Source: an optimization exercise on an open RTL-to-GDS flow (aim: small area and a short achievable clock period). Production flows keep margins and buffers that such runs may drop. Function was not checked in any run shown here: the RTL went through the layout flow alone.

File: config.mk
export PLATFORM = sky130hd
export DESIGN_NAME = CS
export DESIGN_NICKNAME = CS
export VERILOG_FILES = /design/flow/design.v
export SDC_FILE = /design/flow/constraint.sdc
export NUM_CORES = 4
export LEC_CHECK = 0
export CAP_MARGIN = 20
export CORE_MARGIN = 2
export CORE_UTILIZATION = 40
export SLEW_MARGIN = 20
export SYNTH_HIERARCHICAL = 1
export SYNTH_MINIMUM_KEEP_SIZE = 0
File: constraint.sdc
create_clock -name core_clock -period 23.0 [get_ports {clk}]
set_input_delay 4.6000 -clock core_clock [delete_from_list [all_inputs] [get_ports {clk}]]
set_output_delay 4.6000 -clock core_clock [all_outputs]
set_load 0.01 [all_outputs]
File: design.v
`timescale 1ns/10ps
module cs_fa(input a, input b, input c, output s, output co);
  assign s = a ^ b ^ c;
  assign co = (a & b) | (a & c) | (b & c);
endmodule
module cs_ha(input a, input b, output s, output co);
  assign s = a ^ b;
  assign co = a & b;
endmodule
module cs_hb(input a, input b, output s, output co);
  assign s = ~(a ^ b);
  assign co = a | b;
endmodule
module cs_xor(input a, input b, output y);
  assign y = a ^ b;
endmodule
module cs_xnor(input a, input b, output y);
  assign y = ~(a ^ b);
endmodule
module cs_maj(input a, input b, input c, output y);
  assign y = (a & b) | (a & c) | (b & c);
endmodule
module cs_and(input a, input b, output y);
  assign y = a & b;
endmodule
module cs_or(input a, input b, output y);
  assign y = a | b;
endmodule
module cs_inv(input a, output y);
  assign y = ~a;
endmodule
module cs_nand(input a, input b, output y);
  assign y = ~(a & b);
endmodule
module cs_orn(input a, input b, output y);
  assign y = a | ~b;
endmodule
module cs_o21a(input a, input b, input c, output y);
  assign y = (a | b) & c;
endmodule
module cs_nand3(input a, input b, input c, output y);
  assign y = ~(a & b & c);
endmodule
module cs_nor3(input a, input b, input c, output y);
  assign y = ~(a | b | c);
endmodule
module cs_or3(input a, input b, input c, output y);
  assign y = a | b | c;
endmodule
module cs_and9(input [8:0] a, output y, output ny);
  assign y = &a;
  assign ny = ~(&a);
endmodule
module cs_mux(input s, input a, input b, output y);
  assign y = s ? b : a;
endmodule
module cs_ge(input [4:0] h, output g1, output g2);
  assign g1 = h[4] | (h[3] & (h[2] | h[1] | h[0]));
  assign g2 = h[4] & (h[3] | h[2] | h[1]);
endmodule
module cs_add8(input [7:0] a, input [7:0] b, output [7:0] s);
  assign s = a + b;
endmodule
module cs_add13(input [12:0] a, input [12:0] b, output [12:0] s);
  assign s = a + b;
endmodule
module CS(Y, X, reset, clk);
input clk, reset;
input [7:0] X;
output reg [9:0] Y;
reg [3:0] count;                  
reg [7:0] w0, w1, w2, w3, w4, w5, w6, w7, w8;    
reg [7:0] q;                      
reg [3:0] r;                      
wire full = (count == 4'd9);
wire en = full & ~reset;
wire [7:0] qn;
wire [3:0] rn;
wire [9:0] Yd;
always @(posedge clk) begin
  w0 <= X; w1 <= w0; w2 <= w1; w3 <= w2; w4 <= w3;
  w5 <= w4; w6 <= w5; w7 <= w6; w8 <= w7;
end
always @(posedge clk) begin
  if (reset) count <= 4'd0;
  else if (!full) count <= count + 4'd1;
end
always @(posedge clk) begin
  if (reset) begin q <= 8'd0; r <= 4'd0; end
  else begin q <= qn; r <= rn; end
end
always @(posedge clk) Y <= Yd;
wire n1, n2, n3, n4, n5, n6, n7, n8, n9, n10, n11, n12, n13, n14, n15, n16, n17, n18, n19, n20, n21, n22, n23, n24, n25, n26, n27, n28, n29, n30, n31, n32, n33, n34, n35, n36, n37, n38, n39, n40, n41, n42, n43, n44, n45, n46, n47, n48, n49, n50, n51, n52, n53, n54, n55, n56, n57, n58, n59, n60, n61, n62, n63, n64, n65, n66, n67, n68, n69, n70, n71, n72, n73, n74, n75, n76, n77, n78, n79, n80, n81, n82, n83, n84, n85, n86, n87, n88, n89, n90, n91, n92, n93, n94, n95, n96, n97, n98, n99, n100, n101, n102, n103, n104, n105, n106, n107, n108, n109, n110, n111, n112, n113, n114, n115, n116, n117, n118, n119, n120, n121, n122, n123, n124, n125, n126, n127, n128, n129, n130, n131, n132, n133, n134, n135, n136, n137, n138, n139, n140, n141, n142, n143, n144, n145, n146, n147, n148, n149, n150, n151, n152, n153, n154, n155, n156, n157, n158, n159, n160, n161, n162, n163, n164, n165, n166, n167, n168, n169, n170, n171, n172, n173, n174, n175, n176, n177, n178, n179, n180, n181, n182, n183, n184, n185, n186, n187, n188, n189, n190, n191, n192, n193, n194, n195, n196, n197, n198, n199, n200, n201, n202, n203, n204, n205, n206, n207, n208, n209, n210, n211, n212, n213, n214, n215, n216, n217, n218, n219, n220, n221, n222, n223, n224, n225, n226, n227, n228, n229, n230, n231, n232, n233, n234, n235, n236, n237, n238, n239, n240, n241, n242, n243, n244, n245, n246, n247, n248, n249, n250, n251, n252, n253, n254, n255, n256, n257, n258, n259, n260, n261, n262, n263, n264, n265, n266, n267, n268, n269, n270, n271, n272, n273, n274, n275, n276, n277, n278, n279, n280, n281, n282, n283, n284, n285, n286, n287, n288, n289, n290, n291, n292, n293, n294, n295, n296, n297, n298, n299, n300, n301, n302, n303, n304, n305, n306, n307, n308, n309, n310, n311, n312, n313, n314, n315, n316, n317, n318, n319, n320, n321, n322, n323, n324, n325, n326, n327, n328, n329, n330, n331, n332, n333, n334, n335, n336, n337, n338, n339, n340, n341, n342, n343, n344, n345, n346, n347, n348, n349, n350, n351, n352, n353, n354, n355, n356, n357, n358, n359, n360, n361, n362, n363, n364, n365, n366, n367, n368, n369, n370, n371, n372, n373, n374, n375, n376, n377, n378, n379, n380, n381, n382, n383, n384, n385, n386, n387, n388, n389, n390, n391, n392, n393, n394, n395, n396, n397, n398, n399, n400, n401, n402, n403, n404, n405, n406, n407, n408, n409, n410, n411, n412, n413, n414, n415, n416, n417, n418, n419, n420, n421, n422, n423, n424, n425, n426, n427, n428, n429, n430, n431, n432, n433, n434, n435, n436, n437, n438, n439, n440, n441, n442, n443, n444, n445, n446, n447, n448, n449, n450, n451, n452, n453, n454, n455, n456, n457, n458, n459, n460, n461, n462, n463, n464, n465, n466, n467, n468, n469, n470, n471, n472, n473, n474, n475, n476, n477, n478, n479, n480, n481, n482, n483, n484, n485, n486, n487, n488, n489, n490, n491, n492, n493, n494, n495, n496, n497, n498, n499, n500, n501, n502, n503, n504, n505, n506, n507, n508, n509;
cs_and u0 (.a(w8[0]), .b(full), .y(n1));
cs_and u1 (.a(w8[1]), .b(full), .y(n2));
cs_and u2 (.a(w8[2]), .b(full), .y(n3));
cs_and u3 (.a(w8[3]), .b(full), .y(n4));
cs_and u4 (.a(w8[4]), .b(full), .y(n5));
cs_and u5 (.a(w8[5]), .b(full), .y(n6));
cs_and u6 (.a(w8[6]), .b(full), .y(n7));
cs_and u7 (.a(w8[7]), .b(full), .y(n8));
cs_inv u8 (.a(n1), .y(n9));
cs_inv u9 (.a(n2), .y(n10));
cs_inv u10 (.a(n3), .y(n11));
cs_inv u11 (.a(n7), .y(n12));
cs_inv u12 (.a(n8), .y(n13));
cs_inv u13 (.a(r[0]), .y(n14));
cs_fa u14 (.a(n14), .b(n4), .c(n9), .s(n15), .co(n16));
cs_fa u15 (.a(r[1]), .b(r[0]), .c(n5), .s(n17), .co(n18));
cs_fa u16 (.a(n10), .b(n13), .c(n17), .s(n19), .co(n20));
cs_fa u17 (.a(r[2]), .b(n6), .c(n11), .s(n21), .co(n22));
cs_fa u18 (.a(n18), .b(n21), .c(n20), .s(n23), .co(n24));
cs_fa u19 (.a(r[3]), .b(n22), .c(n24), .s(n25), .co(n26));
cs_ha u20 (.a(n12), .b(n15), .s(n27), .co(n28));
cs_fa u21 (.a(n16), .b(n19), .c(n28), .s(n29), .co(n30));
cs_ha u22 (.a(n23), .b(n30), .s(n31), .co(n32));
cs_ha u23 (.a(n25), .b(n32), .s(n33), .co(n34));
cs_xor u24 (.a(n26), .b(n34), .y(n35));
cs_ge u25 (.h({n35, n33, n31, n29, n27}), .g1(n36), .g2(n37));
cs_fa u26 (.a(n27), .b(n36), .c(n37), .s(n38), .co(n39));
cs_fa u27 (.a(n29), .b(n36), .c(n37), .s(n40), .co(n41));
cs_fa u28 (.a(n31), .b(n36), .c(n37), .s(n42), .co(n43));
cs_ha u29 (.a(n39), .b(n40), .s(n44), .co(n45));
cs_fa u30 (.a(n41), .b(n42), .c(n45), .s(n46), .co(n47));
cs_fa u31 (.a(n33), .b(n43), .c(n47), .s(n48), .co(n49));
cs_inv u32 (.a(X[3]), .y(n50));
cs_inv u33 (.a(X[4]), .y(n51));
cs_inv u34 (.a(X[5]), .y(n52));
cs_fa u35 (.a(n38), .b(X[0]), .c(X[6]), .s(n53), .co(n54));
cs_fa u36 (.a(X[1]), .b(X[7]), .c(n51), .s(n55), .co(n56));
cs_fa u37 (.a(n44), .b(n54), .c(n55), .s(n57), .co(n58));
cs_fa u38 (.a(X[2]), .b(n52), .c(n56), .s(n59), .co(n60));
cs_fa u39 (.a(n46), .b(n58), .c(n59), .s(n61), .co(n62));
cs_fa u40 (.a(n60), .b(n48), .c(n62), .s(n63), .co(n64));
cs_ha u41 (.a(n50), .b(n53), .s(n65), .co(n66));
cs_ha u42 (.a(n57), .b(n66), .s(n67), .co(n68));
cs_ha u43 (.a(n61), .b(n68), .s(n69), .co(n70));
cs_ha u44 (.a(n63), .b(n70), .s(n71), .co(n72));
cs_xor u45 (.a(n64), .b(n72), .y(n73));
cs_ge u46 (.h({n73, n71, n69, n67, n65}), .g1(n74), .g2(n75));
cs_fa u47 (.a(n65), .b(n74), .c(n75), .s(n76), .co(n77));
cs_fa u48 (.a(n67), .b(n74), .c(n75), .s(n78), .co(n79));
cs_fa u49 (.a(n69), .b(n74), .c(n75), .s(n80), .co(n81));
cs_ha u50 (.a(n77), .b(n78), .s(n82), .co(n83));
cs_fa u51 (.a(n79), .b(n80), .c(n83), .s(n84), .co(n85));
cs_fa u52 (.a(n71), .b(n81), .c(n85), .s(n86), .co(n87));
cs_inv u53 (.a(n4), .y(n88));
cs_inv u54 (.a(n5), .y(n89));
cs_inv u55 (.a(n6), .y(n90));
cs_inv u56 (.a(q[1]), .y(n91));
cs_inv u57 (.a(q[5]), .y(n92));
cs_inv u58 (.a(q[6]), .y(n93));
cs_inv u59 (.a(q[7]), .y(n94));
cs_fa u60 (.a(q[0]), .b(n88), .c(n12), .s(n95), .co(n96));
cs_ha u61 (.a(n36), .b(n37), .s(n97), .co(n98));
cs_fa u62 (.a(n91), .b(n89), .c(n12), .s(n99), .co(n100));
cs_ha u63 (.a(n13), .b(X[4]), .s(n101), .co(n102));
cs_fa u64 (.a(q[2]), .b(q[1]), .c(n90), .s(n103), .co(n104));
cs_fa u65 (.a(n12), .b(n13), .c(X[5]), .s(n105), .co(n106));
cs_fa u66 (.a(n95), .b(n97), .c(X[3]), .s(n107), .co(n108));
cs_fa u67 (.a(n99), .b(n96), .c(n98), .s(n109), .co(n110));
cs_ha u68 (.a(X[6]), .b(X[7]), .s(n111), .co(n112));
cs_fa u69 (.a(n103), .b(n100), .c(X[6]), .s(n113), .co(n114));
cs_fa u70 (.a(X[7]), .b(n102), .c(n105), .s(n115), .co(n116));
cs_fa u71 (.a(q[3]), .b(n13), .c(n104), .s(n117), .co(n118));
cs_ha u72 (.a(X[7]), .b(n106), .s(n119), .co(n120));
cs_ha u73 (.a(X[6]), .b(n107), .s(n121), .co(n122));
cs_fa u74 (.a(n109), .b(n101), .c(n111), .s(n123), .co(n124));
cs_fa u75 (.a(n110), .b(n112), .c(n113), .s(n125), .co(n126));
cs_fa u76 (.a(n117), .b(n114), .c(n119), .s(n127), .co(n128));
cs_ha u77 (.a(q[4]), .b(n118), .s(n129), .co(n130));
cs_ha u78 (.a(n121), .b(n74), .s(n131), .co(n132));
cs_fa u79 (.a(n108), .b(n123), .c(n122), .s(n133), .co(n134));
cs_fa u80 (.a(n124), .b(n115), .c(n125), .s(n135), .co(n136));
cs_fa u81 (.a(n116), .b(n126), .c(n127), .s(n137), .co(n138));
cs_fa u82 (.a(n129), .b(n120), .c(n128), .s(n139), .co(n140));
cs_ha u83 (.a(n92), .b(n130), .s(n141), .co(n142));
cs_ha u84 (.a(q[5]), .b(n93), .s(n143), .co(n144));
cs_ha u85 (.a(q[6]), .b(n94), .s(n145), .co(n146));
cs_add8 u86 (.a({n145, n143, n141, n139, n137, n135, n133, n75}), .b({n144, n142, n140, n138, n136, n134, n132, n131}), .s({n154, n153, n152, n151, n150, n149, n148, n147}));
cs_inv u87 (.a(q[0]), .y(n155));
cs_inv u88 (.a(q[1]), .y(n156));
cs_inv u89 (.a(q[2]), .y(n157));
cs_inv u90 (.a(q[3]), .y(n158));
cs_inv u91 (.a(q[4]), .y(n159));
cs_inv u92 (.a(q[5]), .y(n160));
cs_inv u93 (.a(q[6]), .y(n161));
cs_inv u94 (.a(q[7]), .y(n162));
cs_inv u95 (.a(q[0]), .y(n163));
cs_inv u96 (.a(q[1]), .y(n164));
cs_inv u97 (.a(q[2]), .y(n165));
cs_inv u98 (.a(q[3]), .y(n166));
cs_inv u99 (.a(q[4]), .y(n167));
cs_inv u100 (.a(q[5]), .y(n168));
cs_inv u101 (.a(q[6]), .y(n169));
cs_inv u102 (.a(q[7]), .y(n170));
cs_inv u103 (.a(q[0]), .y(n171));
cs_inv u104 (.a(q[1]), .y(n172));
cs_inv u105 (.a(q[2]), .y(n173));
cs_inv u106 (.a(q[3]), .y(n174));
cs_inv u107 (.a(q[4]), .y(n175));
cs_inv u108 (.a(q[5]), .y(n176));
cs_inv u109 (.a(q[6]), .y(n177));
cs_inv u110 (.a(q[7]), .y(n178));
cs_and u111 (.a(w0[0]), .b(n155), .y(n179));
cs_maj u112 (.a(w0[1]), .b(n156), .c(n179), .y(n180));
cs_maj u113 (.a(w0[2]), .b(n157), .c(n180), .y(n181));
cs_maj u114 (.a(w0[3]), .b(n158), .c(n181), .y(n182));
cs_maj u115 (.a(w0[4]), .b(n159), .c(n182), .y(n183));
cs_maj u116 (.a(w0[5]), .b(n160), .c(n183), .y(n184));
cs_maj u117 (.a(w0[6]), .b(n161), .c(n184), .y(n185));
cs_maj u118 (.a(w0[7]), .b(n162), .c(n185), .y(n186));
cs_and u119 (.a(w1[0]), .b(n155), .y(n187));
cs_maj u120 (.a(w1[1]), .b(n156), .c(n187), .y(n188));
cs_maj u121 (.a(w1[2]), .b(n157), .c(n188), .y(n189));
cs_maj u122 (.a(w1[3]), .b(n158), .c(n189), .y(n190));
cs_maj u123 (.a(w1[4]), .b(n159), .c(n190), .y(n191));
cs_maj u124 (.a(w1[5]), .b(n160), .c(n191), .y(n192));
cs_maj u125 (.a(w1[6]), .b(n161), .c(n192), .y(n193));
cs_maj u126 (.a(w1[7]), .b(n162), .c(n193), .y(n194));
cs_and u127 (.a(w2[0]), .b(n155), .y(n195));
cs_maj u128 (.a(w2[1]), .b(n156), .c(n195), .y(n196));
cs_maj u129 (.a(w2[2]), .b(n157), .c(n196), .y(n197));
cs_maj u130 (.a(w2[3]), .b(n158), .c(n197), .y(n198));
cs_maj u131 (.a(w2[4]), .b(n159), .c(n198), .y(n199));
cs_maj u132 (.a(w2[5]), .b(n160), .c(n199), .y(n200));
cs_maj u133 (.a(w2[6]), .b(n161), .c(n200), .y(n201));
cs_maj u134 (.a(w2[7]), .b(n162), .c(n201), .y(n202));
cs_and u135 (.a(w3[0]), .b(n163), .y(n203));
cs_maj u136 (.a(w3[1]), .b(n164), .c(n203), .y(n204));
cs_maj u137 (.a(w3[2]), .b(n165), .c(n204), .y(n205));
cs_maj u138 (.a(w3[3]), .b(n166), .c(n205), .y(n206));
cs_maj u139 (.a(w3[4]), .b(n167), .c(n206), .y(n207));
cs_maj u140 (.a(w3[5]), .b(n168), .c(n207), .y(n208));
cs_maj u141 (.a(w3[6]), .b(n169), .c(n208), .y(n209));
cs_maj u142 (.a(w3[7]), .b(n170), .c(n209), .y(n210));
cs_and u143 (.a(w4[0]), .b(n163), .y(n211));
cs_maj u144 (.a(w4[1]), .b(n164), .c(n211), .y(n212));
cs_maj u145 (.a(w4[2]), .b(n165), .c(n212), .y(n213));
cs_maj u146 (.a(w4[3]), .b(n166), .c(n213), .y(n214));
cs_maj u147 (.a(w4[4]), .b(n167), .c(n214), .y(n215));
cs_maj u148 (.a(w4[5]), .b(n168), .c(n215), .y(n216));
cs_maj u149 (.a(w4[6]), .b(n169), .c(n216), .y(n217));
cs_maj u150 (.a(w4[7]), .b(n170), .c(n217), .y(n218));
cs_and u151 (.a(w5[0]), .b(n163), .y(n219));
cs_maj u152 (.a(w5[1]), .b(n164), .c(n219), .y(n220));
cs_maj u153 (.a(w5[2]), .b(n165), .c(n220), .y(n221));
cs_maj u154 (.a(w5[3]), .b(n166), .c(n221), .y(n222));
cs_maj u155 (.a(w5[4]), .b(n167), .c(n222), .y(n223));
cs_maj u156 (.a(w5[5]), .b(n168), .c(n223), .y(n224));
cs_maj u157 (.a(w5[6]), .b(n169), .c(n224), .y(n225));
cs_maj u158 (.a(w5[7]), .b(n170), .c(n225), .y(n226));
cs_and u159 (.a(w6[0]), .b(n171), .y(n227));
cs_maj u160 (.a(w6[1]), .b(n172), .c(n227), .y(n228));
cs_maj u161 (.a(w6[2]), .b(n173), .c(n228), .y(n229));
cs_maj u162 (.a(w6[3]), .b(n174), .c(n229), .y(n230));
cs_maj u163 (.a(w6[4]), .b(n175), .c(n230), .y(n231));
cs_maj u164 (.a(w6[5]), .b(n176), .c(n231), .y(n232));
cs_maj u165 (.a(w6[6]), .b(n177), .c(n232), .y(n233));
cs_maj u166 (.a(w6[7]), .b(n178), .c(n233), .y(n234));
cs_and u167 (.a(w7[0]), .b(n171), .y(n235));
cs_maj u168 (.a(w7[1]), .b(n172), .c(n235), .y(n236));
cs_maj u169 (.a(w7[2]), .b(n173), .c(n236), .y(n237));
cs_maj u170 (.a(w7[3]), .b(n174), .c(n237), .y(n238));
cs_maj u171 (.a(w7[4]), .b(n175), .c(n238), .y(n239));
cs_maj u172 (.a(w7[5]), .b(n176), .c(n239), .y(n240));
cs_maj u173 (.a(w7[6]), .b(n177), .c(n240), .y(n241));
cs_maj u174 (.a(w7[7]), .b(n178), .c(n241), .y(n242));
cs_and u175 (.a(w8[0]), .b(n171), .y(n243));
cs_maj u176 (.a(w8[1]), .b(n172), .c(n243), .y(n244));
cs_maj u177 (.a(w8[2]), .b(n173), .c(n244), .y(n245));
cs_maj u178 (.a(w8[3]), .b(n174), .c(n245), .y(n246));
cs_maj u179 (.a(w8[4]), .b(n175), .c(n246), .y(n247));
cs_maj u180 (.a(w8[5]), .b(n176), .c(n247), .y(n248));
cs_maj u181 (.a(w8[6]), .b(n177), .c(n248), .y(n249));
cs_maj u182 (.a(w8[7]), .b(n178), .c(n249), .y(n250));
cs_orn u183 (.a(n186), .b(w0[7]), .y(n251));
cs_orn u184 (.a(n194), .b(w1[7]), .y(n252));
cs_orn u185 (.a(n202), .b(w2[7]), .y(n253));
cs_orn u186 (.a(n210), .b(w3[7]), .y(n254));
cs_orn u187 (.a(n218), .b(w4[7]), .y(n255));
cs_orn u188 (.a(n226), .b(w5[7]), .y(n256));
cs_orn u189 (.a(n234), .b(w6[7]), .y(n257));
cs_orn u190 (.a(n242), .b(w7[7]), .y(n258));
cs_orn u191 (.a(n250), .b(w8[7]), .y(n259));
cs_nand3 u192 (.a(n251), .b(n252), .c(n253), .y(n260));
cs_nand3 u193 (.a(n254), .b(n255), .c(n256), .y(n261));
cs_nand3 u194 (.a(n257), .b(n258), .c(n259), .y(n262));
cs_nor3 u195 (.a(n260), .b(n261), .c(n262), .y(n263));
cs_nor3 u196 (.a(n260), .b(n261), .c(n262), .y(n264));
cs_or3 u197 (.a(n260), .b(n261), .c(n262), .y(n265));
cs_inv u198 (.a(n186), .y(n266));
cs_o21a u199 (.a(w0[7]), .b(n263), .c(n266), .y(n267));
cs_inv u200 (.a(n194), .y(n268));
cs_o21a u201 (.a(w1[7]), .b(n263), .c(n268), .y(n269));
cs_inv u202 (.a(n202), .y(n270));
cs_o21a u203 (.a(w2[7]), .b(n263), .c(n270), .y(n271));
cs_inv u204 (.a(n210), .y(n272));
cs_o21a u205 (.a(w3[7]), .b(n263), .c(n272), .y(n273));
cs_inv u206 (.a(n218), .y(n274));
cs_o21a u207 (.a(w4[7]), .b(n263), .c(n274), .y(n275));
cs_inv u208 (.a(n226), .y(n276));
cs_o21a u209 (.a(w5[7]), .b(n264), .c(n276), .y(n277));
cs_inv u210 (.a(n234), .y(n278));
cs_o21a u211 (.a(w6[7]), .b(n264), .c(n278), .y(n279));
cs_inv u212 (.a(n242), .y(n280));
cs_o21a u213 (.a(w7[7]), .b(n264), .c(n280), .y(n281));
cs_inv u214 (.a(n250), .y(n282));
cs_o21a u215 (.a(w8[7]), .b(n264), .c(n282), .y(n283));
cs_nand u216 (.a(n267), .b(w0[6]), .y(n284));
cs_nand u217 (.a(n269), .b(w1[6]), .y(n285));
cs_nand u218 (.a(n271), .b(w2[6]), .y(n286));
cs_nand u219 (.a(n273), .b(w3[6]), .y(n287));
cs_nand u220 (.a(n275), .b(w4[6]), .y(n288));
cs_nand u221 (.a(n277), .b(w5[6]), .y(n289));
cs_nand u222 (.a(n279), .b(w6[6]), .y(n290));
cs_nand u223 (.a(n281), .b(w7[6]), .y(n291));
cs_nand u224 (.a(n283), .b(w8[6]), .y(n292));
cs_nand3 u225 (.a(n284), .b(n285), .c(n286), .y(n293));
cs_nand3 u226 (.a(n287), .b(n288), .c(n289), .y(n294));
cs_nand3 u227 (.a(n290), .b(n291), .c(n292), .y(n295));
cs_nor3 u228 (.a(n293), .b(n294), .c(n295), .y(n296));
cs_nor3 u229 (.a(n293), .b(n294), .c(n295), .y(n297));
cs_or3 u230 (.a(n293), .b(n294), .c(n295), .y(n298));
cs_o21a u231 (.a(w0[6]), .b(n296), .c(n267), .y(n299));
cs_o21a u232 (.a(w1[6]), .b(n296), .c(n269), .y(n300));
cs_o21a u233 (.a(w2[6]), .b(n296), .c(n271), .y(n301));
cs_o21a u234 (.a(w3[6]), .b(n296), .c(n273), .y(n302));
cs_o21a u235 (.a(w4[6]), .b(n296), .c(n275), .y(n303));
cs_o21a u236 (.a(w5[6]), .b(n297), .c(n277), .y(n304));
cs_o21a u237 (.a(w6[6]), .b(n297), .c(n279), .y(n305));
cs_o21a u238 (.a(w7[6]), .b(n297), .c(n281), .y(n306));
cs_o21a u239 (.a(w8[6]), .b(n297), .c(n283), .y(n307));
cs_nand u240 (.a(n299), .b(w0[5]), .y(n308));
cs_nand u241 (.a(n300), .b(w1[5]), .y(n309));
cs_nand u242 (.a(n301), .b(w2[5]), .y(n310));
cs_nand u243 (.a(n302), .b(w3[5]), .y(n311));
cs_nand u244 (.a(n303), .b(w4[5]), .y(n312));
cs_nand u245 (.a(n304), .b(w5[5]), .y(n313));
cs_nand u246 (.a(n305), .b(w6[5]), .y(n314));
cs_nand u247 (.a(n306), .b(w7[5]), .y(n315));
cs_nand u248 (.a(n307), .b(w8[5]), .y(n316));
cs_nand3 u249 (.a(n308), .b(n309), .c(n310), .y(n317));
cs_nand3 u250 (.a(n311), .b(n312), .c(n313), .y(n318));
cs_nand3 u251 (.a(n314), .b(n315), .c(n316), .y(n319));
cs_nor3 u252 (.a(n317), .b(n318), .c(n319), .y(n320));
cs_nor3 u253 (.a(n317), .b(n318), .c(n319), .y(n321));
cs_or3 u254 (.a(n317), .b(n318), .c(n319), .y(n322));
cs_o21a u255 (.a(w0[5]), .b(n320), .c(n299), .y(n323));
cs_o21a u256 (.a(w1[5]), .b(n320), .c(n300), .y(n324));
cs_o21a u257 (.a(w2[5]), .b(n320), .c(n301), .y(n325));
cs_o21a u258 (.a(w3[5]), .b(n320), .c(n302), .y(n326));
cs_o21a u259 (.a(w4[5]), .b(n320), .c(n303), .y(n327));
cs_o21a u260 (.a(w5[5]), .b(n321), .c(n304), .y(n328));
cs_o21a u261 (.a(w6[5]), .b(n321), .c(n305), .y(n329));
cs_o21a u262 (.a(w7[5]), .b(n321), .c(n306), .y(n330));
cs_o21a u263 (.a(w8[5]), .b(n321), .c(n307), .y(n331));
cs_nand u264 (.a(n323), .b(w0[4]), .y(n332));
cs_nand u265 (.a(n324), .b(w1[4]), .y(n333));
cs_nand u266 (.a(n325), .b(w2[4]), .y(n334));
cs_nand u267 (.a(n326), .b(w3[4]), .y(n335));
cs_nand u268 (.a(n327), .b(w4[4]), .y(n336));
cs_nand u269 (.a(n328), .b(w5[4]), .y(n337));
cs_nand u270 (.a(n329), .b(w6[4]), .y(n338));
cs_nand u271 (.a(n330), .b(w7[4]), .y(n339));
cs_nand u272 (.a(n331), .b(w8[4]), .y(n340));
cs_nand3 u273 (.a(n332), .b(n333), .c(n334), .y(n341));
cs_nand3 u274 (.a(n335), .b(n336), .c(n337), .y(n342));
cs_nand3 u275 (.a(n338), .b(n339), .c(n340), .y(n343));
cs_nor3 u276 (.a(n341), .b(n342), .c(n343), .y(n344));
cs_nor3 u277 (.a(n341), .b(n342), .c(n343), .y(n345));
cs_or3 u278 (.a(n341), .b(n342), .c(n343), .y(n346));
cs_o21a u279 (.a(w0[4]), .b(n344), .c(n323), .y(n347));
cs_o21a u280 (.a(w1[4]), .b(n344), .c(n324), .y(n348));
cs_o21a u281 (.a(w2[4]), .b(n344), .c(n325), .y(n349));
cs_o21a u282 (.a(w3[4]), .b(n344), .c(n326), .y(n350));
cs_o21a u283 (.a(w4[4]), .b(n344), .c(n327), .y(n351));
cs_o21a u284 (.a(w5[4]), .b(n345), .c(n328), .y(n352));
cs_o21a u285 (.a(w6[4]), .b(n345), .c(n329), .y(n353));
cs_o21a u286 (.a(w7[4]), .b(n345), .c(n330), .y(n354));
cs_o21a u287 (.a(w8[4]), .b(n345), .c(n331), .y(n355));
cs_nand u288 (.a(n347), .b(w0[3]), .y(n356));
cs_nand u289 (.a(n348), .b(w1[3]), .y(n357));
cs_nand u290 (.a(n349), .b(w2[3]), .y(n358));
cs_nand u291 (.a(n350), .b(w3[3]), .y(n359));
cs_nand u292 (.a(n351), .b(w4[3]), .y(n360));
cs_nand u293 (.a(n352), .b(w5[3]), .y(n361));
cs_nand u294 (.a(n353), .b(w6[3]), .y(n362));
cs_nand u295 (.a(n354), .b(w7[3]), .y(n363));
cs_nand u296 (.a(n355), .b(w8[3]), .y(n364));
cs_nand3 u297 (.a(n356), .b(n357), .c(n358), .y(n365));
cs_nand3 u298 (.a(n359), .b(n360), .c(n361), .y(n366));
cs_nand3 u299 (.a(n362), .b(n363), .c(n364), .y(n367));
cs_nor3 u300 (.a(n365), .b(n366), .c(n367), .y(n368));
cs_nor3 u301 (.a(n365), .b(n366), .c(n367), .y(n369));
cs_or3 u302 (.a(n365), .b(n366), .c(n367), .y(n370));
cs_o21a u303 (.a(w0[3]), .b(n368), .c(n347), .y(n371));
cs_o21a u304 (.a(w1[3]), .b(n368), .c(n348), .y(n372));
cs_o21a u305 (.a(w2[3]), .b(n368), .c(n349), .y(n373));
cs_o21a u306 (.a(w3[3]), .b(n368), .c(n350), .y(n374));
cs_o21a u307 (.a(w4[3]), .b(n368), .c(n351), .y(n375));
cs_o21a u308 (.a(w5[3]), .b(n369), .c(n352), .y(n376));
cs_o21a u309 (.a(w6[3]), .b(n369), .c(n353), .y(n377));
cs_o21a u310 (.a(w7[3]), .b(n369), .c(n354), .y(n378));
cs_o21a u311 (.a(w8[3]), .b(n369), .c(n355), .y(n379));
cs_nand u312 (.a(n371), .b(w0[2]), .y(n380));
cs_nand u313 (.a(n372), .b(w1[2]), .y(n381));
cs_nand u314 (.a(n373), .b(w2[2]), .y(n382));
cs_nand u315 (.a(n374), .b(w3[2]), .y(n383));
cs_nand u316 (.a(n375), .b(w4[2]), .y(n384));
cs_nand u317 (.a(n376), .b(w5[2]), .y(n385));
cs_nand u318 (.a(n377), .b(w6[2]), .y(n386));
cs_nand u319 (.a(n378), .b(w7[2]), .y(n387));
cs_nand u320 (.a(n379), .b(w8[2]), .y(n388));
cs_nand3 u321 (.a(n380), .b(n381), .c(n382), .y(n389));
cs_nand3 u322 (.a(n383), .b(n384), .c(n385), .y(n390));
cs_nand3 u323 (.a(n386), .b(n387), .c(n388), .y(n391));
cs_nor3 u324 (.a(n389), .b(n390), .c(n391), .y(n392));
cs_nor3 u325 (.a(n389), .b(n390), .c(n391), .y(n393));
cs_or3 u326 (.a(n389), .b(n390), .c(n391), .y(n394));
cs_o21a u327 (.a(w0[2]), .b(n392), .c(n371), .y(n395));
cs_o21a u328 (.a(w1[2]), .b(n392), .c(n372), .y(n396));
cs_o21a u329 (.a(w2[2]), .b(n392), .c(n373), .y(n397));
cs_o21a u330 (.a(w3[2]), .b(n392), .c(n374), .y(n398));
cs_o21a u331 (.a(w4[2]), .b(n392), .c(n375), .y(n399));
cs_o21a u332 (.a(w5[2]), .b(n393), .c(n376), .y(n400));
cs_o21a u333 (.a(w6[2]), .b(n393), .c(n377), .y(n401));
cs_o21a u334 (.a(w7[2]), .b(n393), .c(n378), .y(n402));
cs_o21a u335 (.a(w8[2]), .b(n393), .c(n379), .y(n403));
cs_nand u336 (.a(n395), .b(w0[1]), .y(n404));
cs_nand u337 (.a(n396), .b(w1[1]), .y(n405));
cs_nand u338 (.a(n397), .b(w2[1]), .y(n406));
cs_nand u339 (.a(n398), .b(w3[1]), .y(n407));
cs_nand u340 (.a(n399), .b(w4[1]), .y(n408));
cs_nand u341 (.a(n400), .b(w5[1]), .y(n409));
cs_nand u342 (.a(n401), .b(w6[1]), .y(n410));
cs_nand u343 (.a(n402), .b(w7[1]), .y(n411));
cs_nand u344 (.a(n403), .b(w8[1]), .y(n412));
cs_nand3 u345 (.a(n404), .b(n405), .c(n406), .y(n413));
cs_nand3 u346 (.a(n407), .b(n408), .c(n409), .y(n414));
cs_nand3 u347 (.a(n410), .b(n411), .c(n412), .y(n415));
cs_nor3 u348 (.a(n413), .b(n414), .c(n415), .y(n416));
cs_nor3 u349 (.a(n413), .b(n414), .c(n415), .y(n417));
cs_or3 u350 (.a(n413), .b(n414), .c(n415), .y(n418));
cs_o21a u351 (.a(w0[1]), .b(n416), .c(n395), .y(n419));
cs_o21a u352 (.a(w1[1]), .b(n416), .c(n396), .y(n420));
cs_o21a u353 (.a(w2[1]), .b(n416), .c(n397), .y(n421));
cs_o21a u354 (.a(w3[1]), .b(n416), .c(n398), .y(n422));
cs_o21a u355 (.a(w4[1]), .b(n416), .c(n399), .y(n423));
cs_o21a u356 (.a(w5[1]), .b(n417), .c(n400), .y(n424));
cs_o21a u357 (.a(w6[1]), .b(n417), .c(n401), .y(n425));
cs_o21a u358 (.a(w7[1]), .b(n417), .c(n402), .y(n426));
cs_o21a u359 (.a(w8[1]), .b(n417), .c(n403), .y(n427));
cs_nand u360 (.a(n419), .b(w0[0]), .y(n428));
cs_nand u361 (.a(n420), .b(w1[0]), .y(n429));
cs_nand u362 (.a(n421), .b(w2[0]), .y(n430));
cs_nand u363 (.a(n422), .b(w3[0]), .y(n431));
cs_nand u364 (.a(n423), .b(w4[0]), .y(n432));
cs_nand u365 (.a(n424), .b(w5[0]), .y(n433));
cs_nand u366 (.a(n425), .b(w6[0]), .y(n434));
cs_nand u367 (.a(n426), .b(w7[0]), .y(n435));
cs_nand u368 (.a(n427), .b(w8[0]), .y(n436));
cs_nand3 u369 (.a(n428), .b(n429), .c(n430), .y(n437));
cs_nand3 u370 (.a(n431), .b(n432), .c(n433), .y(n438));
cs_nand3 u371 (.a(n434), .b(n435), .c(n436), .y(n439));
cs_nor3 u372 (.a(n437), .b(n438), .c(n439), .y(n440));
cs_nor3 u373 (.a(n437), .b(n438), .c(n439), .y(n441));
cs_or3 u374 (.a(n437), .b(n438), .c(n439), .y(n442));
cs_ha u375 (.a(q[0]), .b(q[3]), .s(n443), .co(n444));
cs_ha u376 (.a(q[1]), .b(q[4]), .s(n445), .co(n446));
cs_ha u377 (.a(q[2]), .b(q[5]), .s(n447), .co(n448));
cs_ha u378 (.a(q[3]), .b(q[6]), .s(n449), .co(n450));
cs_ha u379 (.a(q[4]), .b(q[7]), .s(n451), .co(n452));
cs_ha u380 (.a(r[3]), .b(n443), .s(n453), .co(n454));
cs_fa u381 (.a(n445), .b(n444), .c(n346), .s(n455), .co(n456));
cs_fa u382 (.a(n447), .b(n446), .c(n322), .s(n457), .co(n458));
cs_fa u383 (.a(n449), .b(n448), .c(n298), .s(n459), .co(n460));
cs_fa u384 (.a(n451), .b(n450), .c(n265), .s(n461), .co(n462));
cs_ha u385 (.a(q[5]), .b(n452), .s(n463), .co(n464));
cs_ha u386 (.a(q[0]), .b(r[0]), .s(n465), .co(n466));
cs_fa u387 (.a(q[1]), .b(r[1]), .c(n418), .s(n467), .co(n468));
cs_fa u388 (.a(q[2]), .b(r[2]), .c(n394), .s(n469), .co(n470));
cs_fa u389 (.a(n453), .b(n370), .c(n442), .s(n471), .co(n472));
cs_fa u390 (.a(n454), .b(n455), .c(n418), .s(n473), .co(n474));
cs_fa u391 (.a(n457), .b(n456), .c(n394), .s(n475), .co(n476));
cs_fa u392 (.a(n459), .b(n458), .c(n370), .s(n477), .co(n478));
cs_fa u393 (.a(n461), .b(n460), .c(n346), .s(n479), .co(n480));
cs_fa u394 (.a(n463), .b(n462), .c(n322), .s(n481), .co(n482));
cs_fa u395 (.a(q[6]), .b(n464), .c(n298), .s(n483), .co(n484));
cs_ha u396 (.a(q[7]), .b(n265), .s(n485), .co(n486));
cs_add13 u397 (.a({1'b0, n486, n485, n483, n481, n479, n477, n475, n473, n471, n469, n467, n442}), .b({1'b0, 1'b0, n484, n482, n480, n478, n476, n474, n472, n470, n468, n466, n465}), .s({n499, n498, n497, n496, n495, n494, n493, n492, n491, n490, n489, n488, n487}));
cs_and u398 (.a(n490), .b(en), .y(n500));
cs_and u399 (.a(n491), .b(en), .y(n501));
cs_and u400 (.a(n492), .b(en), .y(n502));
cs_and u401 (.a(n493), .b(en), .y(n503));
cs_and u402 (.a(n494), .b(en), .y(n504));
cs_and u403 (.a(n495), .b(en), .y(n505));
cs_and u404 (.a(n496), .b(en), .y(n506));
cs_and u405 (.a(n497), .b(en), .y(n507));
cs_and u406 (.a(n498), .b(en), .y(n508));
cs_and u407 (.a(n499), .b(en), .y(n509));
assign qn[0] = n147;
assign qn[1] = n148;
assign qn[2] = n149;
assign qn[3] = n150;
assign qn[4] = n151;
assign qn[5] = n152;
assign qn[6] = n153;
assign qn[7] = n154;
assign rn[0] = n76;
assign rn[1] = n82;
assign rn[2] = n84;
assign rn[3] = n86;
assign Yd[0] = n500;
assign Yd[1] = n501;
assign Yd[2] = n502;
assign Yd[3] = n503;
assign Yd[4] = n504;
assign Yd[5] = n505;
assign Yd[6] = n506;
assign Yd[7] = n507;
assign Yd[8] = n508;
assign Yd[9] = n509;
endmodule
File: run.sh
#!/bin/bash
# synth_recipe.tcl (not shown) runs the flow's synth.tcl, then flattens the netlist and writes it again
# the make line also repeats each setting of config.mk as NAME=value (left out here)
make -C /OpenROAD-flow-scripts/flow DESIGN_CONFIG=/design/flow/config.mk WORK_HOME=/design/flow/orfs CLKGATE_MAP_FILE= SYNTH_SCRIPT=/design/flow/synth_recipe.tcl finish
==> results of run 1 <==
critical path: cells and delay by family, from the launching register on:
family	cells	cell delay, ns
flip-flops	1	0.55
buffers and inverters	1	0.11
adder cells (fa/ha/maj)	9	3.07
AO/OA/AOI/OAI	11	2.36
AND/OR/NAND/NOR	27	4.33
through the flow:
stage / instance area (um2) / std cells / hold WS, ns / utilization [%]
floorplan: 6660 / 653 / 0.344 / -
global route: 7420 / 907 / 0.379 / 45.2
detailed placement: 7120 / 891 / 0.358 / 43.4
finish: 7420 / 907 / 0.366 / 45.2
CTS: 7420 / 907 / 0.368 / 45.2
global placement: 7120 / 891 / 0.364 / 43.4
routing by layer:
metal / track usage (%) / up-vias / part of all wire, %
li1: - / 2292 / -
met1: 21.9 / 2167 / 48
met2: 27.5 / 67 / 47
met3: 4.37 / 15 / 3.4
met4: 4.12 / 0 / 1.4
met5: 0 / - / 0
cell type report:
type	count	area share, %
clock buffers	9	3.03
clock inverters	7	1.10
inverters	57	2.88
multi-input cells	497	60.3
flip-flops and latches	98	26.4
well taps	220	3.71
repair buffers	19	2.56
how the worst min path moves through the flow:
stage | cells past startpoint | slack, ns | start | to
after floorplan | 0 | 0.34 | w0[0]$_DFF_P_ | w1[0]$_DFF_P_
after global placement | 0 | 0.36 | w7[0]$_DFF_P_ | w8[0]$_DFF_P_
after detailed placement | 0 | 0.36 | w4[0]$_DFF_P_ | w5[0]$_DFF_P_
after CTS | 0 | 0.37 | w7[0]$_DFF_P_ | w8[0]$_DFF_P_
after global routing | 0 | 0.38 | w7[0]$_DFF_P_ | w8[0]$_DFF_P_
final | 0 | 0.37 | w7[0]$_DFF_P_ | w8[0]$_DFF_P_
==> impl_metrics.tcl, run 1 <==
set metrics [dict create \
    status "no timing/DRC/antenna violations" \
    grt.overflow.total 0 \
    period_needed_ns 10.51 \
    required_ns 23.25 \
    postRouteWirelength_mm 14.0 \
    hold_class "flop to flop" \
    reg2reg_to "Y[8]$_DFF_P_" \
    htree_levels 3 \
    tns_ns 0 \
    n_fill_cell 1554 \
    dr_total_vias 4541 \
    clk_pin_slew_ns 0.07 \
    r2r_cells 48 \
    worstSetupEndpoint "Y[8]$_DFF_P_" \
    cp.arrival_ns 10.76 \
    drv_cap 0 \
    crit_path_end_kind "flop" \
    die_x_um 133 \
    area.growth.synth_to_final_pct 11.6 \
    layout.nets 795 \
    finalMaxSlewViolations 0 \
    synthCells 651 \
    largest_reg_flops 10 \
    cts_tree "yes" \
    setup_slack_ns 12.49 \
    grt_max_degree 19 \
    slowest_delay_ns 0.55 \
    core-area_um2 16400 \
    diodes 0 \
    drc 0 \
    placementRows 47 \
    start_util_pct 40.5 \
    multi_input_area_um2 4480 \
    tightest_slew_ns 0.667 \
    cts_hold_buf 0 \
    ant_nets 0 \
    critPathLaunch "q[0]$_SDFF_PP0_" \
    firstDrtPassIters 4 \
    synth_warnings 7 \
    post_cts_resized 0 \
    clockRootBuffer "clkbuf_16" \
    boundaryPins 20 \
    reg2reg_from "q[0]$_SDFF_PP0_" \
    clk_path_buf_depth 2 \
    gp_congestion 0.850 \
    wire_per_inst_um 15.4 \
    finalSetupViolations 0 \
    slew_headroom_pct 55.4 \
    port_buffers 19 \
    hold_violations 0 \
    syn_avg_cell_area_um2 10.2 \
    r2r_slack_ns 12.49 \
    crit_top_cell "nand3_1" \
    fin_crit_sh_pct 45.7 \
    post_drt_via_cell_ratio 5.01 \
    clkSinkCount 98 \
    layout_commonest_cell "dfxtp_1" \
    pre_cts_ws_ns 12.50 \
    final_cell_mix "98 x dfxtp_1, 72 x nand2_1, 64 x o21a_1" \
    post_cts_buffers 0 \
    critPathKind "flop to flop" \
    largest-register "Y" \
    die-area_um2 17700 \
    grt_pass1_vias 4626 \
    skew_ns 0.00777 \
    antenna_found_initial 0 \
    clkLatencyLatePin_ns 0.36 \
    path_max_fanout 7 \
    grtUsageTotal_pct 16.7 \
    dp_hpwl_mm 11.4 \
    syn-cell-area_um2 6650 \
    drtIter0Drc 280 \
    grt_pass1_wl_mm 23.3 \
    cts_buffers 9 \
    max_freq_ghz 0.0952 \
    die_h_um 133 \
    worst_setup_path_start_kind "flop" \
    drive_gt1_share_pct 15.1 \
    final-seq-area_um2 1960 \
    rsz0062_at_grt "false" \
    slowest_stage "dfxtp_1" \
]
==> inputs of run 2 (changes only) <==
--- a/config.mk
+++ b/config.mk
@@ -7,7 +7,9 @@
 export LEC_CHECK = 0
 export CAP_MARGIN = 20
 export CORE_MARGIN = 2
-export CORE_UTILIZATION = 40
+export CORE_UTILIZATION = 65
+export CTS_BUF_LIST = sky130_fd_sc_hd__clkbuf_4 sky130_fd_sc_hd__clkbuf_8
+export PLACE_DENSITY = 0.75
 export SLEW_MARGIN = 20
 export SYNTH_HIERARCHICAL = 1
 export SYNTH_MINIMUM_KEEP_SIZE = 0
==> run 2 against run 1 <==
Compared with the run above: sequential share of layout area is 0.63 points higher; via count is 2.7% higher; non-clock buffer count is 1 higher; clock skew is 0.0049 ns higher; cell count is 9.5% lower; count of clock-buffer cells in the layout is 1 higher; routed wire length is 0.47% higher; register-to-register slack worse by 0.10 ns; fmax is 0.95% lower; global-route usage is 11 points higher; die area is 37% lower; still clean; utilization is 28 points higher.
==> impl_metrics.tcl, run 2 <==
set metrics [dict create \
    drc 0 \
    core-area_um2 9860 \
    syn_avg_cell_area_um2 10.2 \
    start_util_pct 67.4 \
    min_delay_path_depth 0 \
    die-area_um2 11100 \
    clockRootBuffer "clkbuf_8" \
    r2r_cells 48 \
    port_buffers 19 \
    grt_pass1_wl_mm 24.0 \
    placementRows 36 \
    dp_hpwl_mm 11.4 \
    synthCells 651 \
    tightest_slew_ns 0.503 \
    diodes 0 \
    final_cell_mix "98 x dfxtp_1, 72 x nand2_1, 64 x o21a_1" \
    cts_buffers 9 \
    min_from "w7[0]$_DFF_P_" \
    whs_endpoint "w8[0]$_DFF_P_" \
    cts_tree "yes" \
    reg2reg_from "q[0]$_SDFF_PP0_" \
    required_ns 23.28 \
    die_h_um 105 \
    post_cts_buffers 0 \
    dr_total_vias 4664 \
    gp_congestion 0.898 \
    post_cts_resized 0 \
    antenna_found_initial 0 \
    postRouteWirelength_mm 14.0 \
    clkSinkCount 98 \
    hold_class "flop to flop" \
    htree_levels 3 \
    largest_reg_flops 10 \
    clk_pin_slew_ns 0.09 \
    tns_ns 0 \
    skew_ns 0.0127 \
    syn-cell-area_um2 6650 \
    path_max_fanout 7 \
    largest-register "Y" \
    slew_headroom_pct 66.4 \
    boundaryPins 20 \
    drtIter0Drc 198 \
    fin_crit_sh_pct 46.1 \
    firstDrtPassIters 4 \
    stdcell_count 821 \
    grt_pass1_vias 4882 \
    crit_top_cell "nand3_1" \
    worst_setup_path_start_kind "flop" \
    slowest_stage "dfxtp_1" \
    area.growth.synth_to_final_pct 8.99 \
    max_freq_ghz 0.0943 \
    grtUsageTotal_pct 27.6 \
    synth_warnings 7 \
    critPathKind "flop to flop" \
    hold_violations 0 \
    finalMaxSlewViolations 0 \
    die_x_um 105 \
    period_needed_ns 10.61 \
    r2r_slack_ns 12.39 \
    post_drt_via_cell_ratio 5.68 \
    place_inst 805 \
    finalSetupViolations 0 \
    rsz0062_at_grt "false" \
    cp.arrival_ns 10.89 \
    reg2reg_to "Y[8]$_DFF_P_" \
    wire_per_inst_um 17.1 \
    slowest_delay_ns 0.59 \
    status "no timing/DRC/antenna violations" \
    layout_commonest_cell "dfxtp_1" \
    drv_cap 0 \
    grt_max_degree 18 \
    clkLatencyLatePin_ns 0.39 \
    drive_gt1_share_pct 15.3 \
    clk_path_buf_depth 2 \
    crit_path_end_kind "flop" \
    n_fill_cell 712 \
    ant_nets 0 \
    cts_hold_buf 0 \
    grt.overflow.total 0 \
    layout.nets 796 \
]
## run 2: worst max-delay path, delay by kind of cell (launching register included)
| family | cells | cell delay, ns |
|---|---|---|
| AOI/OAI and AO/OA | 11 | 2.45 |
| buffers and inverters | 1 | 0.13 |
| and+or+nand+nor | 27 | 4.24 |
| DFF | 1 | 0.59 |
| adders and majority gates | 9 | 3.09 |
## run 2: worst max-delay path by stage
stage,from,depth (start not counted),slack (ns),to
4_1_cts,q[0]$_SDFF_PP0_,48,12.44,Y[8]$_DFF_P_
2_1_floorplan,q[0]$_SDFF_PP0_,48,13.89,Y[8]$_DFF_P_
3_5_place_dp,q[0]$_SDFF_PP0_,48,12.58,Y[8]$_DFF_P_
5_1_grt,q[0]$_SDFF_PP0_,48,11.72,Y[8]$_DFF_P_
3_3_place_gp,q[0]$_SDFF_PP0_,48,12.78,Y[8]$_DFF_P_
6_report,q[0]$_SDFF_PP0_,48,12.39,Y[8]$_DFF_P_
## run 2: metal layers
layer / vias up / part of all wire, % / wire length [um] / GRT usage [%]
li1: 2298 / - / - / -
met1: 2232 / 44 / 6200 / 34.7
met2: 113 / 50 / 6940 / 46.8
met3: 21 / 4.8 / 668 / 7.30
met4: 0 / 1.5 / 204 / 8.00
met5: - / 0 / 0 / 0
## run 2: cell type report
class	instances	area, um2	area share (%)
multi-input combinational	497	4480	61.7
sequential	98	1960	27.1
inverter	57	214	2.95
timing repair buffer	20	198	2.73
tap	133	166	2.30
clock buffer	10	138	1.90
clock inverter	6	96.3	1.33
## run 2: stage by stage
stage | setup WS [ns] | area (um2) | util, % | hold slack [ns]
after detailed placement | 12.58 | 7020 | 71.1 | 0.361
after global placement | 12.78 | 7020 | 71.1 | 0.360
after floorplan | 13.89 | 6660 | - | 0.344
after global routing | 11.72 | 7250 | 73.5 | 0.383
after CTS | 12.44 | 7250 | 73.5 | 0.375
final | 12.39 | 7250 | 73.5 | 0.374

[port drivers added, routing unchanged]
The results above use ideal ports. As a check the final layouts listed here were re-extracted and re-timed, cells and wires unchanged. Step 1 sets driving cells, clkbuf_16 on the clock port and buf_2 on the other inputs (assumed; they add their load-dependent delay and slew). Step 2, shift: input delay + t, output delay - t, t = (earliest + latest rising clock arrival at the registers) / 2. This alone moves slack from input paths to output paths. a / b / c = no drivers / after step 1 / after step 2; a / b = the first two.
run | t, ns | setup slack, ns | worst slew at a driven data input, ns | pins driven straight from the clock port
run 1 | 0.395 | 12.491 / 12.491 / 12.491 | 0.03 | 1
run 2 | 0.413 | 12.391 / 12.391 / 12.391 | 0.03 | 1
After both steps every run listed still meets setup and hold.
